From an optimization exercise on the open Yosys and OpenROAD flow, aimed at small area; shortcuts taken in it are not production practice. At most, simulation tests tie the RTL to the original design; equivalence was not proved.

main:
==> module median_filter_resource_optimized, before the edit <==
module median_filter_resource_optimized
(
    input                ck100m,
    input                srst_n,
    input                enable,
    input        [15:0]  in,
    output               out_enable,
    output reg   [15:0]  out
);
    localparam int B  = 2;             
    localparam int S  = 16 / B;        
    localparam int NT = S - 1;         
    localparam int L  = 10 + NT;       
    reg [15:0] win [0:9];
    reg [15:0] tail [0:NT-1];          
    reg [L-1:0] cand;
    reg [2:0] k;                       
    reg [3:0] nval;                    
    reg [3:0] cnt;                     
    wire idle  = (cnt == 4'd0) | (cnt == 4'd13);
    wire start = idle & enable;
    assign out_enable = (cnt == 4'd13);
    always @(posedge ck100m or negedge srst_n) begin
        if (~srst_n) begin
            cnt  <= 4'd0;
            nval <= 4'd0;
        end else begin
            cnt <= start ? 4'd1 : (idle ? 4'd0 : cnt + 4'd1);
            if (enable && nval != 4'd10) nval <= nval + 4'd1;
        end
    end
    always @(posedge ck100m) begin
        if (enable) begin
            win[0] <= in;
            for (int i = 1; i < 10; i++) win[i] <= win[i-1];
            for (int t = 0; t < NT; t++) begin
                for (int b = 0; b < 16 - B*(t+1); b++)
                    tail[t][b] <= (t == 0) ? win[9][b] : tail[t-1][b];
            end
        end
    end
    logic [B-1:0] lane [0:L-1];
    always_comb begin
        for (int q = 0; q < L; q++) begin
            lane[q] = '0;
            if (start) begin
                if (q == 0)       lane[q] = in[15 -: B];
                else if (q <= 10) lane[q] = win[q-1][15 -: B];
            end else begin
                for (int j = 1; j < S; j++)
                    if (cnt == j) begin
                        if (q < 10)            lane[q] = win[q][15-B*j -: B];
                        else if (j >= q - 9)   lane[q] = tail[q-10][15-B*j -: B];
                    end
            end
        end
    end
    function automatic [4:0] popcnt17(input [16:0] x);
        logic t1, t2, t3, t4, t5, t6, t7, t8, t9, t10, t11, t12, t13, t14, t15, t16, t17, t18, t19, t20, t21, t22, t23, t24, t25, t26, t27, t28, t29, t30, t31, t32;
        t1 = x[0] ^ x[1] ^ x[2]; t2 = (x[0] & x[1]) | (x[0] & x[2]) | (x[1] & x[2]);
        t3 = x[3] ^ x[4] ^ x[5]; t4 = (x[3] & x[4]) | (x[3] & x[5]) | (x[4] & x[5]);
        t5 = x[6] ^ x[7] ^ x[8]; t6 = (x[6] & x[7]) | (x[6] & x[8]) | (x[7] & x[8]);
        t7 = x[9] ^ x[10] ^ x[11]; t8 = (x[9] & x[10]) | (x[9] & x[11]) | (x[10] & x[11]);
        t9 = x[12] ^ x[13] ^ x[14]; t10 = (x[12] & x[13]) | (x[12] & x[14]) | (x[13] & x[14]);
        t11 = x[15] ^ x[16]; t12 = x[15] & x[16];
        t13 = t1 ^ t3 ^ t5; t14 = (t1 & t3) | (t1 & t5) | (t3 & t5);
        t15 = t7 ^ t9 ^ t11; t16 = (t7 & t9) | (t7 & t11) | (t9 & t11);
        t17 = t2 ^ t4 ^ t6; t18 = (t2 & t4) | (t2 & t6) | (t4 & t6);
        t19 = t8 ^ t10 ^ t12; t20 = (t8 & t10) | (t8 & t12) | (t10 & t12);
        t21 = t13 ^ t15; t22 = t13 & t15;
        t23 = t14 ^ t16 ^ t17; t24 = (t14 & t16) | (t14 & t17) | (t16 & t17);
        t25 = t22 ^ t23 ^ t19; t26 = (t22 & t23) | (t22 & t19) | (t23 & t19);
        t27 = t24 ^ t18 ^ t20; t28 = (t24 & t18) | (t24 & t20) | (t18 & t20);
        t29 = t26 ^ t27; t30 = t26 & t27;
        t31 = t30 ^ t28; t32 = t30 & t28;
        popcnt17 = {t32, t31, t29, t25, t21};
    endfunction
    logic [L-1:0] c_cur, c_zero;
    logic [2:0] k_cur;
    logic [4:0] pc;
    logic [B-1:0] dbits;
    always_comb begin
        if (start) begin
            for (int q = 0; q < L; q++) c_cur[q] = (q == 0) || (q <= 10 && q <= nval);
            k_cur = (nval < 4'd5) ? 3'd7 : 3'(nval - 4'd5);
        end else begin
            c_cur = cand;
            k_cur = k;
        end
        for (int i = B - 1; i >= 0; i--) begin
            for (int q = 0; q < L; q++) c_zero[q] = c_cur[q] & ~lane[q][i];
            pc = popcnt17(c_zero);
            dbits[i] = (k_cur != 3'd7) && (pc <= {2'd0, k_cur});
            if (dbits[i]) begin
                k_cur = k_cur - pc[2:0];
                for (int q = 0; q < L; q++) c_cur[q] = c_cur[q] & lane[q][i];
            end else begin
                c_cur = c_zero;
            end
        end
    end
    always @(posedge ck100m) begin
        k <= k_cur;
        for (int q = 0; q < L; q++)
            cand[q] <= (enable && !start) ? ((q == 0) ? 1'b0 : c_cur[q-1]) : c_cur[q];
        if (start) out[15 -: B] <= dbits;
        for (int j = 1; j < S; j++)
            if (cnt == j) out[15-B*j -: B] <= dbits;
    end
endmodule
make LEC_CHECK=0 CAP_MARGIN=20 CORE_MARGIN=2 CORE_UTILIZATION=40 SLEW_MARGIN=20 finish   # period 5.0 ns
run.sh (not shown) runs the stock make flow with config.mk's settings and CLKGATE_MAP_FILE= SYNTH_SCRIPT=/design/flow/synth_recipe.tcl, a recipe that flattens the netlist after the stock synthesis.
main completed end to end; final checks failed (negative setup slack).
Input changes introduced in the feature branch (baseline for comparison: main):
diff --git a/flow/design.v b/flow/design.v
--- a/flow/design.v
+++ b/flow/design.v
@@ -53,30 +53,10 @@
                         else if (j >= q - 9)   lane[q] = tail[q-10][15-B*j -: B];
                     end
             end
         end
     end
-    function automatic [4:0] popcnt17(input [16:0] x);
-        logic t1, t2, t3, t4, t5, t6, t7, t8, t9, t10, t11, t12, t13, t14, t15, t16, t17, t18, t19, t20, t21, t22, t23, t24, t25, t26, t27, t28, t29, t30, t31, t32;
-        t1 = x[0] ^ x[1] ^ x[2]; t2 = (x[0] & x[1]) | (x[0] & x[2]) | (x[1] & x[2]);
-        t3 = x[3] ^ x[4] ^ x[5]; t4 = (x[3] & x[4]) | (x[3] & x[5]) | (x[4] & x[5]);
-        t5 = x[6] ^ x[7] ^ x[8]; t6 = (x[6] & x[7]) | (x[6] & x[8]) | (x[7] & x[8]);
-        t7 = x[9] ^ x[10] ^ x[11]; t8 = (x[9] & x[10]) | (x[9] & x[11]) | (x[10] & x[11]);
-        t9 = x[12] ^ x[13] ^ x[14]; t10 = (x[12] & x[13]) | (x[12] & x[14]) | (x[13] & x[14]);
-        t11 = x[15] ^ x[16]; t12 = x[15] & x[16];
-        t13 = t1 ^ t3 ^ t5; t14 = (t1 & t3) | (t1 & t5) | (t3 & t5);
-        t15 = t7 ^ t9 ^ t11; t16 = (t7 & t9) | (t7 & t11) | (t9 & t11);
-        t17 = t2 ^ t4 ^ t6; t18 = (t2 & t4) | (t2 & t6) | (t4 & t6);
-        t19 = t8 ^ t10 ^ t12; t20 = (t8 & t10) | (t8 & t12) | (t10 & t12);
-        t21 = t13 ^ t15; t22 = t13 & t15;
-        t23 = t14 ^ t16 ^ t17; t24 = (t14 & t16) | (t14 & t17) | (t16 & t17);
-        t25 = t22 ^ t23 ^ t19; t26 = (t22 & t23) | (t22 & t19) | (t23 & t19);
-        t27 = t24 ^ t18 ^ t20; t28 = (t24 & t18) | (t24 & t20) | (t18 & t20);
-        t29 = t26 ^ t27; t30 = t26 & t27;
-        t31 = t30 ^ t28; t32 = t30 & t28;
-        popcnt17 = {t32, t31, t29, t25, t21};
-    endfunction
     logic [L-1:0] c_cur, c_zero;
     logic [2:0] k_cur;
     logic [4:0] pc;
     logic [B-1:0] dbits;
     always_comb begin
@@ -87,11 +67,12 @@
             c_cur = cand;
             k_cur = k;
         end
         for (int i = B - 1; i >= 0; i--) begin
             for (int q = 0; q < L; q++) c_zero[q] = c_cur[q] & ~lane[q][i];
-            pc = popcnt17(c_zero);
+            pc = '0;
+            for (int q = 0; q < L; q++) pc = pc + {4'd0, c_zero[q]};
             dbits[i] = (k_cur != 3'd7) && (pc <= {2'd0, k_cur});
             if (dbits[i]) begin
                 k_cur = k_cur - pc[2:0];
                 for (int q = 0; q < L; q++) c_cur[q] = c_cur[q] & lane[q][i];
             end else begin
==> comparison <==
The feature branch: all stages done; final checks FAILED (negative setup slack). Of the feature branch and main, the higher final weighted congestion in routability-driven placement belongs to the feature branch. On maximum frequency from static timing analysis, main beats the feature branch. Post-synthesis sequential area ratio: the feature branch vs main down 0.40 points. Between main and the feature branch, the final routed wirelength across all metal layers does not differ in any meaningful way. Going from main to the feature branch, the area added between synthesis and finish was found to have gone down by 5.9 points.
For main, only the layout was checked, not whether the RTL still works.

[port drivers added, routing unchanged]
Ports are ideal in the flow. The routed layouts listed here were re-timed in OpenROAD. Step 1: set_driving_cell puts a clkbuf_16 on ck100m and a buf_2 on each other input, an assumption about the parent block. Step 2 adds t to the input delays and takes it off the output delays; t is the mean of the earliest and latest rising clock arrival at the registers after step 1. Input paths then give back, and output paths get back, about the clock's delay inside the block. Three values: ideal, step 1, step 2; two values: the first two.
run	t (ns)	setup WS [ns]	clock arrival spread, ns	worst data-port slew with drivers (ns)
main	0.580	-4.229 / -4.229 / -4.396	0.015 / 0.016	0.05
the feature branch	0.583	-6.304 / -6.304 / -6.753	0.009 / 0.009	0.07
The setup slack of the feature branch, which loses most, moves by 0.000 ns with the drivers and by -0.449 ns with both steps.
